This is an optimization exercise on Yosys and OpenROAD, whose aim is small area and a short achievable clock period, not a production implementation.
Only simulation tests tie the RTL to the original design; equivalence was not proved.
Power figures rest on the tool's default switching activity, not on a simulated workload.

job 6805:
Design fp16_multiplier, start of the top module:
module fp16_multiplier(
  input wire clk,
  input wire [15:0] a,
  input wire [15:0] b,
  output wire [15:0] out
);
Settings: LEC_CHECK=0, CAP_MARGIN=20, CORE_MARGIN=2, CORE_UTILIZATION=45, CTS_BUF_LIST=sky130_fd_sc_hd__clkbuf_8, CTS_CLUSTER_SIZE=20, SETUP_SLACK_MARGIN=3.0, SLEW_MARGIN=20, SYNTH_HIERARCHICAL=1; clock period 5.0 ns.
standard.sh (not shown) runs the stock make flow with config.mk's settings and CLKGATE_MAP_FILE= SYNTH_SCRIPT=/design/flow/synth_recipe.tcl, a recipe that flattens the netlist after the stock synthesis.
==> flow/flow/run.sh <==
#!/bin/bash
# The standard layout (standard.sh), with these changes:
# - synthesis leaves full and half adders to ABC (ADDER_MAP_FILE empty: no extract_fa,
#   no fa/ha cells);
# - the port buffers are buf_1 cells instead of the delay buffers buffer_ports picks;
# - clock tree synthesis inserts no dummy loads.
set -euo pipefail
ADDER_MAP_FILE= bash standard.sh synth > synth.log 2>&1
export BUFFER_PORTS_ARGS="-buffer_cell sky130_fd_sc_hd__buf_1"
export CTS_ARGS="-sink_clustering_enable -repair_clock_nets -dont_use_dummy_load -buf_list sky130_fd_sc_hd__clkbuf_8 -sink_clustering_size 20"
bash standard.sh > layout.log 2>&1
Input changes introduced in job 3936 (baseline for comparison: job 6805):
- changing SETUP_SLACK_MARGIN from 3.0 to 2.8
- removing SYNTH_HIERARCHICAL (formerly 1)
- changing CORE_UTILIZATION from 45 to 60
==> run summary <==
Looking at final cell count across job 6805 and job 3936, the one that comes out higher is job 6805.
Between job 6805 and job 3936, switching part of the total power is higher for job 6805, job 3936 comes in under that.
Between job 6805 and job 3936, the tightest hold margin does not differ in any meaningful way.
Worst clock skew on the final layout on job 3936 is behind job 6805.
Going from job 6805 to job 3936, power after layout went down about 5%; post-route cell area has decreased; share of synthesized cell area in full adder, half adder and majority cells +0.44 points.
Final worst-path setup slack: lower on job 3936
Die area (lower): job 3936
Job 6805 → job 3936: per-instance average area after synthesis now sits lower; share of power burned in the clock network now sits higher.
Modified inputs, job 9851 compared to job 3936
- CORE_UTILIZATION changed from 60 to 50
- SYNTH_HIERARCHICAL newly set to 1
- SETUP_SLACK_MARGIN changed from 2.8 to 3.0
Findings:
Job 9851 | stages: all done | timing, DRC, antenna: all pass. Job 9851 vs. job 3936: combinational cell power rose 13%; setup slack of the critical path after layout rose 210 ps; number of buffers outside the clock class in the layout fell 14. Going from job 3936 to job 9851, relative contribution of combinational cells to total power grows by 2.4 points. met2 routing resource usage after global routing in job 9851 is 4.9 points below job 3936. Lower critical-path maximum fanout goes to job 9851 over job 3936. Looking at inserted tap cell count, job 9851 sits 49 above job 3936. A kind of critical path of flip-flop to flip-flop is what job 3936 shows, while input pin to flip-flop belongs to job 9851. Going from job 3936 to job 9851, area of the die picked up an extra about 32%; number of vias after detailed routing rose by 295.
What job 2464 does differently from job 9851 at the input level:
- swapping 50 for 60 in CORE_UTILIZATION
[summary]
- Job 9851 and job 2464 all finish clean.
- Pin count of the biggest net entering global routing, job 9851 and job 2464: larger value in job 2464
- Re multi-input gate share of total cell area: job 2464 is 0.36 points down on job 9851.
- Die footprint: job 2464 better than job 9851
Relative to job 2464, the following input files were edited for job 7495:
- SETUP_SLACK_MARGIN: 3.0 -> 2.9
- Share of total power in combinational logic: job 7495 < job 2464
- Job 7495 reports a higher peak per-stage delay on the critical path than job 2464 does.
- Job 7495 vs. job 2464: sequential cell area in the final layout went down by about 0.44%.
- Per the comparison of job 7495 with job 2464, routed length on met3 fell about 1.5%, setup slack of the critical path after layout rose 13 ps.
- Job 2464 → job 7495: post-route total power down 0.43%, worst setup timing slack at the placement stage up 37 ps, vertical die dimension flat, clock-pin slew of the registers on the worst-case setup and hold paths flat, critical path data arrival time flat.
- Global router's overall resource usage sits higher in job 7495 than in job 2464.
Here is what was changed in the inputs of job 7557 compared with job 7495.
- an added CTS_CLUSTER_DIAMETER of 150
- a change of SETUP_SLACK_MARGIN from 2.9 to 3.0
- a change of CTS_CLUSTER_SIZE from 20 to 50
--- a/flow/flow/run.sh
+++ b/flow/flow/run.sh
@@ -10 +10 @@
-export CTS_ARGS="-sink_clustering_enable -repair_clock_nets -dont_use_dummy_load -buf_list sky130_fd_sc_hd__clkbuf_8 -sink_clustering_size 20"
+export CTS_ARGS="-sink_clustering_enable -repair_clock_nets -dont_use_dummy_load -buf_list sky130_fd_sc_hd__clkbuf_8 -sink_clustering_size 50 -sink_clustering_max_diameter 150"
Results
[compare] base=job 7495 new=job 7557: overall global routing resource usage lost 0.61 points, post-layout instance count excluding filler cells +about 1.1%. Going from job 7495 to job 7557, static leakage power grew by a few percent. Job 7557 does worse than job 7495 on clock group power. Job 7557 vs job 7495 — wire length per cell after detailed routing dropped 3.1%. Against job 7495, worst hold margin in job 7557 came out better. | sequential cell area | job 7557 vs job 7495 | about 0.45% higher |. Reported for job 7557 and job 7495, sequential cell count turned out identical to the last digit. Diff job 7495 -> job 7557: layout net count climbed 12; first-iteration DRC count rose 20%.


Another version of the RTL of fp16_multiplier (not shown whole).
For scale: roughly 920 cells after synthesis, about 160 flip-flops, roughly 49 I/O pins, roughly 0.0087 sq mm of cells after synthesis.
Design fp16_multiplier, start of the top module:
module fp16_multiplier(
  input wire clk,
  input wire [15:0] a,
  input wire [15:0] b,
  output wire [15:0] out
);
  wire s0_s, s0_sticky;
  wire [5:0] s0_esum;
  wire [10:0] s0_ma;
  wire [12:1] s0_m3;
  wire [3:0] s0_d1, s0_d2, s0_d3, s0_d4;
  wire [2:0] s0_dn;
  fp16m_stage0 u_s0(.a(a), .b(b), .s(s0_s), .sticky(s0_sticky), .esum(s0_esum),
    .ma(s0_ma), .m3(s0_m3), .d1(s0_d1), .d2(s0_d2), .d3(s0_d3), .d4(s0_d4), .dn(s0_dn));
  reg r0_s, r0_sticky;
  reg [5:0] r0_esum;
  reg [10:0] ma;
  reg [12:1] m3;   
  reg [3:0] d1, d2, d3, d4;
  reg [2:0] dn;
  always @(posedge clk) begin
    r0_s <= s0_s; r0_esum <= s0_esum; r0_sticky <= s0_sticky;
    ma <= s0_ma; m3 <= s0_m3; d1 <= s0_d1; d2 <= s0_d2; d3 <= s0_d3; d4 <= s0_d4; dn <= s0_dn;
  end
  wire [21:8] s1_hx, s1_hy;
  wire [8:8] s1_pl;   
  fp16m_stage1 u_s1(.ma(ma), .m3({m3, ma[0]}), .d1(d1), .d2(d2), .d3(d3), .d4(d4), .dn(dn),
    .hx(s1_hx), .hy(s1_hy), .pl(s1_pl));
  reg [21:8] r1_hx, r1_hy;
  reg [8:8] r1_pl;
  reg r1_sticky, r1_s;
  reg [5:0] r1_esum;
  always @(posedge clk) begin
    r1_hx <= s1_hx; r1_hy <= s1_hy; r1_pl <= s1_pl;
    r1_sticky <= r0_sticky; r1_s <= r0_s; r1_esum <= r0_esum;
  end
  wire [21:8] s2_p;
  fp16m_stage2 u_s2(.hx(r1_hx), .hy(r1_hy), .pl(r1_pl), .p(s2_p));
  reg [21:8] r2_p;
  reg r2_sticky, r2_s;
  reg [5:0] r2_esum;
  always @(posedge clk) begin
    r2_p <= s2_p;
    r2_sticky <= r1_sticky; r2_s <= r1_s; r2_esum <= r1_esum;
  end
  wire lead = r2_p[21];
  wire [10:0] kept = lead ? r2_p[21:11] : r2_p[20:10];
  wire guard = lead ? r2_p[10] : r2_p[9];
  wire rnd = lead ? r2_p[9] : r2_p[8];
  wire ru = guard & (rnd | r2_sticky | kept[0]);
  reg [11:0] r3_sum;   
  reg [5:0] r3_e;
  reg r3_nan, r3_s;
  always @(posedge clk) begin
    r3_sum <= {1'b0, kept} + {11'd0, ru};
    r3_e <= r2_esum + {5'd0, lead};   
    r3_nan <= &r2_esum; r3_s <= r2_s;
  end
  wire of = r3_sum[11];
  wire [6:0] e = {1'b0, r3_e} + {6'd0, of};
  wire sub = e[6:4] == 3'd0;
  wire ovf = e >= 7'd46;
  wire [4:0] ex = (e[4:0] + 5'd1) ^ 5'b10000;
  wire [9:0] subf = r3_sum[11:1] >> (~r3_e[3:0]);
  ...
export LEC_CHECK = 0
export CAP_MARGIN = 20
export CORE_MARGIN = 2
export CORE_UTILIZATION = 50
export CTS_BUF_LIST = sky130_fd_sc_hd__clkbuf_8
export CTS_CLUSTER_SIZE = 20
export SETUP_SLACK_MARGIN = 3.1
export SLEW_MARGIN = 20
export SYNTH_HIERARCHICAL = 1
create_clock -name core_clock -period 5.0 [get_ports {clk}]
==> flow/flow/run.sh <==
#!/bin/bash
# The standard layout (standard.sh), with these changes:
# - synthesis leaves full and half adders to ABC (ADDER_MAP_FILE empty: no extract_fa,
#   no fa/ha cells);
# - the port buffers are buf_1 cells instead of the delay buffers buffer_ports picks;
# - clock tree synthesis inserts no dummy loads.
set -euo pipefail
ADDER_MAP_FILE= bash standard.sh synth > synth.log 2>&1
export BUFFER_PORTS_ARGS="-buffer_cell sky130_fd_sc_hd__buf_1"
export CTS_ARGS="-sink_clustering_enable -repair_clock_nets -dont_use_dummy_load -buf_list sky130_fd_sc_hd__clkbuf_8 -sink_clustering_size 20"
bash standard.sh > layout.log 2>&1
Then changed:
CORE_UTILIZATION = 60   (was 50)
PLACE_DENSITY = 0.75   (was default)
SETUP_SLACK_MARGIN = 3.0   (was 3.1)
Design area fell by 4.5%.
Routed wire length fell by 9.5%.
Worst setup slack gains 0.019 ns.
Global-route usage rose by 2.2 points.
Fmax rose by 0.93%.
First-iteration DRC count fell by 35%.
Then changed:
--- a/flow/flow/run.sh
+++ b/flow/flow/run.sh
@@ -8,4 +8,4 @@
 ADDER_MAP_FILE= bash standard.sh synth > synth.log 2>&1
 export BUFFER_PORTS_ARGS="-buffer_cell sky130_fd_sc_hd__buf_1"
-export CTS_ARGS="-sink_clustering_enable -repair_clock_nets -dont_use_dummy_load -buf_list sky130_fd_sc_hd__clkbuf_8 -sink_clustering_size 20"
+export CTS_ARGS="-sink_clustering_enable -repair_clock_nets -dont_use_dummy_load -buf_list {sky130_fd_sc_hd__clkbuf_4 sky130_fd_sc_hd__clkbuf_8} -sink_clustering_size 20"
 bash standard.sh > layout.log 2>&1
CORE_UTILIZATION = 50   (was 60)
CTS_BUF_LIST = sky130_fd_sc_hd__clkbuf_4 sky130_fd_sc_hd__clkbuf_8   (was sky130_fd_sc_hd__clkbuf_8)
PLACE_DENSITY = default   (was 0.75)
Effect:
- synthesized area stays the same
- fmax went down slightly
- sequential share of layout area barely changes
- via count decreases slightly
- worst hold slack degrades by 0.0063 ns


alpha:
Starting RTL as in the previous note.
export LEC_CHECK = 0
export ABC_AREA = 1
export CAP_MARGIN = 20
export CORE_MARGIN = 2
export CORE_UTILIZATION = 50
export CTS_BUF_LIST = sky130_fd_sc_hd__clkbuf_8
export CTS_CLUSTER_SIZE = 20
export SETUP_SLACK_MARGIN = 3.1
export SLEW_MARGIN = 20
create_clock -name core_clock -period 5.0 [get_ports {clk}]
==> flow/flow/run.sh <==
#!/bin/bash
# The standard layout (standard.sh), with these changes:
# - synthesis leaves full and half adders to ABC (ADDER_MAP_FILE empty: no extract_fa,
#   no fa/ha cells);
# - the port buffers are buf_1 cells instead of the delay buffers buffer_ports picks;
# - clock tree synthesis inserts no dummy loads.
set -euo pipefail
ADDER_MAP_FILE= bash standard.sh synth > synth.log 2>&1
export BUFFER_PORTS_ARGS="-buffer_cell sky130_fd_sc_hd__buf_1"
export CTS_ARGS="-sink_clustering_enable -repair_clock_nets -dont_use_dummy_load -buf_list sky130_fd_sc_hd__clkbuf_8 -sink_clustering_size 20"
bash standard.sh > layout.log 2>&1
Every stage of the flow completed for alpha, and the final layout passed the timing, DRC and antenna checks.
diff inputs: alpha => beta
Settings: SETUP_SLACK_MARGIN now 3.0, was 3.1; TNS_END_PERCENT now 5, previously not set; SYNTH_HIERARCHICAL now 1, previously not set; ABC_AREA no longer set, was 1.
Notes after the runs:
Global-route track usage on met3: higher on alpha
Arrival time of the worst setup path in beta vs alpha: up 1.52 ns
Internal cell power for beta is higher than for alpha.
alpha has lower final critical-path required period than beta.
Between alpha and beta, the core utilization is higher for alpha.
beta ends up with higher maximum fanout along the worst path than alpha does.
Overall power grows by a few percent when moving from alpha to beta.
alpha vs beta, source of the critical timing path: r5_out[14] vs r1_hx[8]
Edits applied to the flow inputs when going from beta to gamma:
Settings: a change of CORE_UTILIZATION from 50 to 55; a deleted TNS_END_PERCENT that had been 5.
Notes after the runs:
- The lower global-route usage came out of beta.
- Of gamma and beta, it is gamma that has the higher post-detailed-route wirelength per cell.
- Between gamma and beta, the difference in aggregate routed wire length is negligible.
- Fmax (gamma vs. beta) increases slightly
- The utilization in gamma sits 6.6 points above the value recorded for beta.
- [gamma vs beta] number of vias in the routed layout: higher in gamma
- The chip height in gamma was lower than what beta gave.
Relative to gamma, the following input files were edited for delta:
Settings: SETUP_SLACK_MARGIN: 3.0 -> 2.9; CORE_UTILIZATION: 55 -> 60.
- The flow did not stop early for delta: all stages ran, and the layout cleared the timing, DRC and antenna checks.
- Startpoint of the most critical setup path: r1_pl -> gamma, d2[0] -> delta
- delta -> gamma: multi-input combinational cell count flat
- [compare] base=gamma new=delta: worst hold slack went up 0.0096 ns, slew at the pin closest to its max-slew limit went down 0.034 ns, global-route wire length before repair went down 350 µm.
- Higher cell row count among gamma and delta: gamma
> inputs changed (delta -> epsilon)
Settings: GPL_ROUTABILITY_DRIVEN newly set to 0; SETUP_SLACK_MARGIN changed from 2.9 to 3.0; CORE_UTILIZATION changed from 60 to 50.
==> run summary <==
- Final cell count: epsilon vs delta up 59
- delta reports its standard cell with the maximum stage delay on the critical path as a222oi_1 while epsilon reports a211o_4.
- epsilon vs delta on total met3 wirelength after detailed routing: epsilon is the lower one.
- [compare] base=delta new=epsilon: largest fanout on the critical path fell by 7, sequential share of layout area fell by 1.1 points.
- | clock skew | epsilon vs delta | ≈ equal |


## oak
fp16_multiplier with an RTL version that a note above also has.
Size: roughly 910 cells after synthesis, ~170 flip-flops, ~49 I/O pins, ~8800 um^2 of cells after synthesis.
==> flow/config.mk <==
export PLATFORM = sky130hd
export DESIGN_NAME = fp16_multiplier
export DESIGN_NICKNAME = fp16_multiplier
export VERILOG_FILES = /design/flow/design.v
export SDC_FILE = /design/flow/constraint.sdc
export NUM_CORES = 4
export LEC_CHECK = 0
export CAP_MARGIN = 20
export CORE_MARGIN = 2
export CORE_UTILIZATION = 50
export CTS_BUF_LIST = sky130_fd_sc_hd__clkbuf_8
export CTS_CLUSTER_SIZE = 20
export SETUP_SLACK_MARGIN = 2.9
export SLEW_MARGIN = 20
export SYNTH_HIERARCHICAL = 1
==> flow/constraint.sdc <==
create_clock -name core_clock -period 5.0 [get_ports {clk}]
set_input_delay 1.0000 -clock core_clock [delete_from_list [all_inputs] [get_ports {clk}]]
set_output_delay 1.0000 -clock core_clock [all_outputs]
set_load 0.01 [all_outputs]
Scripts as last shown in full above: flow/flow/run.sh
oak | status: complete | timing, DRC, antenna: pass
For cedar, these inputs were changed with respect to oak:
- SETUP_SLACK_MARGIN changed from 2.9 to 3.2
- CORE_UTILIZATION changed from 50 to 60
==> run summary <==
Going from oak to cedar, final worst-path setup slack +0.053 ns; total nets after synthesis ~0 delta; worst hold slack ~0 delta; aggregate routed wire length +6.9%; number of nets in the layout +about 5%. Sort oak and cedar by die outline height asc -> top: cedar. A power group with the highest consumption of sequential cells is what oak shows, while combinational logic belongs to cedar.


fp16_multiplier with an RTL version that a note above also has.
Size: ~49 I/O pins.
Settings: LEC_CHECK=0, CAP_MARGIN=20, CORE_MARGIN=2, CORE_UTILIZATION=50, CTS_BUF_LIST=sky130_fd_sc_hd__clkbuf_8, CTS_CLUSTER_SIZE=20, SETUP_SLACK_MARGIN=3.0, SLEW_MARGIN=20, SYNTH_HIERARCHICAL=1, SYNTH_MINIMUM_KEEP_SIZE=500; clock period 5.0 ns.
Scripts as last shown in full above: flow/flow/run.sh
The first run completed without violations.
Change:
Settings changed: ABC_AREA set to 1, SYNTH_HIERARCHICAL 1 to unset, SYNTH_MINIMUM_KEEP_SIZE 500 to unset.
The changed run went through all stages and came out clean.
Critical path depth grows by 2.
Sequential power fell by 9.3%.
Total power shrinks by 4.6%.
Fmax went up by 3.5%.

==> separate check: timing with driven ports <==
The results above use ideal ports. As a check the final layouts listed here were re-extracted and re-timed, cells and wires unchanged. Step 1 sets driving cells, clkbuf_16 on the clock port and buf_2 on the other inputs (assumed; they add their load-dependent delay and slew). Step 2 times the ports against the registers' clock, not the clock port: input delays grow and output delays shrink by t, the midpoint of the rising clock arrivals with the driver on. Three values: ideal ports, drivers, drivers and shift; two values: the first two.
run	t (ns)	setup WS [ns]	slew at the worst register clock pin (ns)	worst slew at a driven data input, ns
job 6805	0.473	2.946 / 2.946 / 2.483	0.10 / 0.10	0.05
job 3936	0.469	2.778 / 2.778 / 2.457	0.10 / 0.10	0.06
job 9851	0.477	2.988 / 2.996 / 2.519	0.11 / 0.11	0.04
job 2464	0.461	2.920 / 2.920 / 2.503	0.10 / 0.10	0.05
job 7495	0.470	2.933 / 2.933 / 2.531	0.10 / 0.10	0.03
job 7557	0.461	2.920 / 2.920 / 2.503	0.10 / 0.10	0.05
the first run of note 2	0.463	2.966 / 2.966 / 2.651	0.10 / 0.10	0.04
the second run of note 2	0.469	2.984 / 2.984 / 2.625	0.08 / 0.08	0.03
the third run of note 2	0.455	2.965 / 2.965 / 2.609	0.09 / 0.09	0.04
alpha	0.477	3.109 / 3.070 / 2.634	0.09 / 0.09	0.05
beta	0.463	2.935 / 2.935 / 2.530	0.09 / 0.09	0.04
gamma	0.474	2.962 / 2.962 / 2.633	0.11 / 0.11	0.04
delta	0.473	2.936 / 2.936 / 2.597	0.10 / 0.10	0.03
epsilon	0.469	3.010 / 3.010 / 2.601	0.10 / 0.10	0.04
oak	0.463	2.939 / 2.939 / 2.499	0.10 / 0.10	0.03
cedar	0.473	2.992 / 2.992 / 2.575	0.10 / 0.10	0.06
the first run of note 5	0.456	2.971 / 2.971 / 2.578	0.10 / 0.10	0.04
the second run of note 5	0.466	3.040 / 3.052 / 2.594	0.09 / 0.09	0.04
After both steps setup and hold are still met in every run listed. For alpha, which loses most, drivers alone change the setup slack by -0.039 ns; drivers and shift together by -0.475 ns.
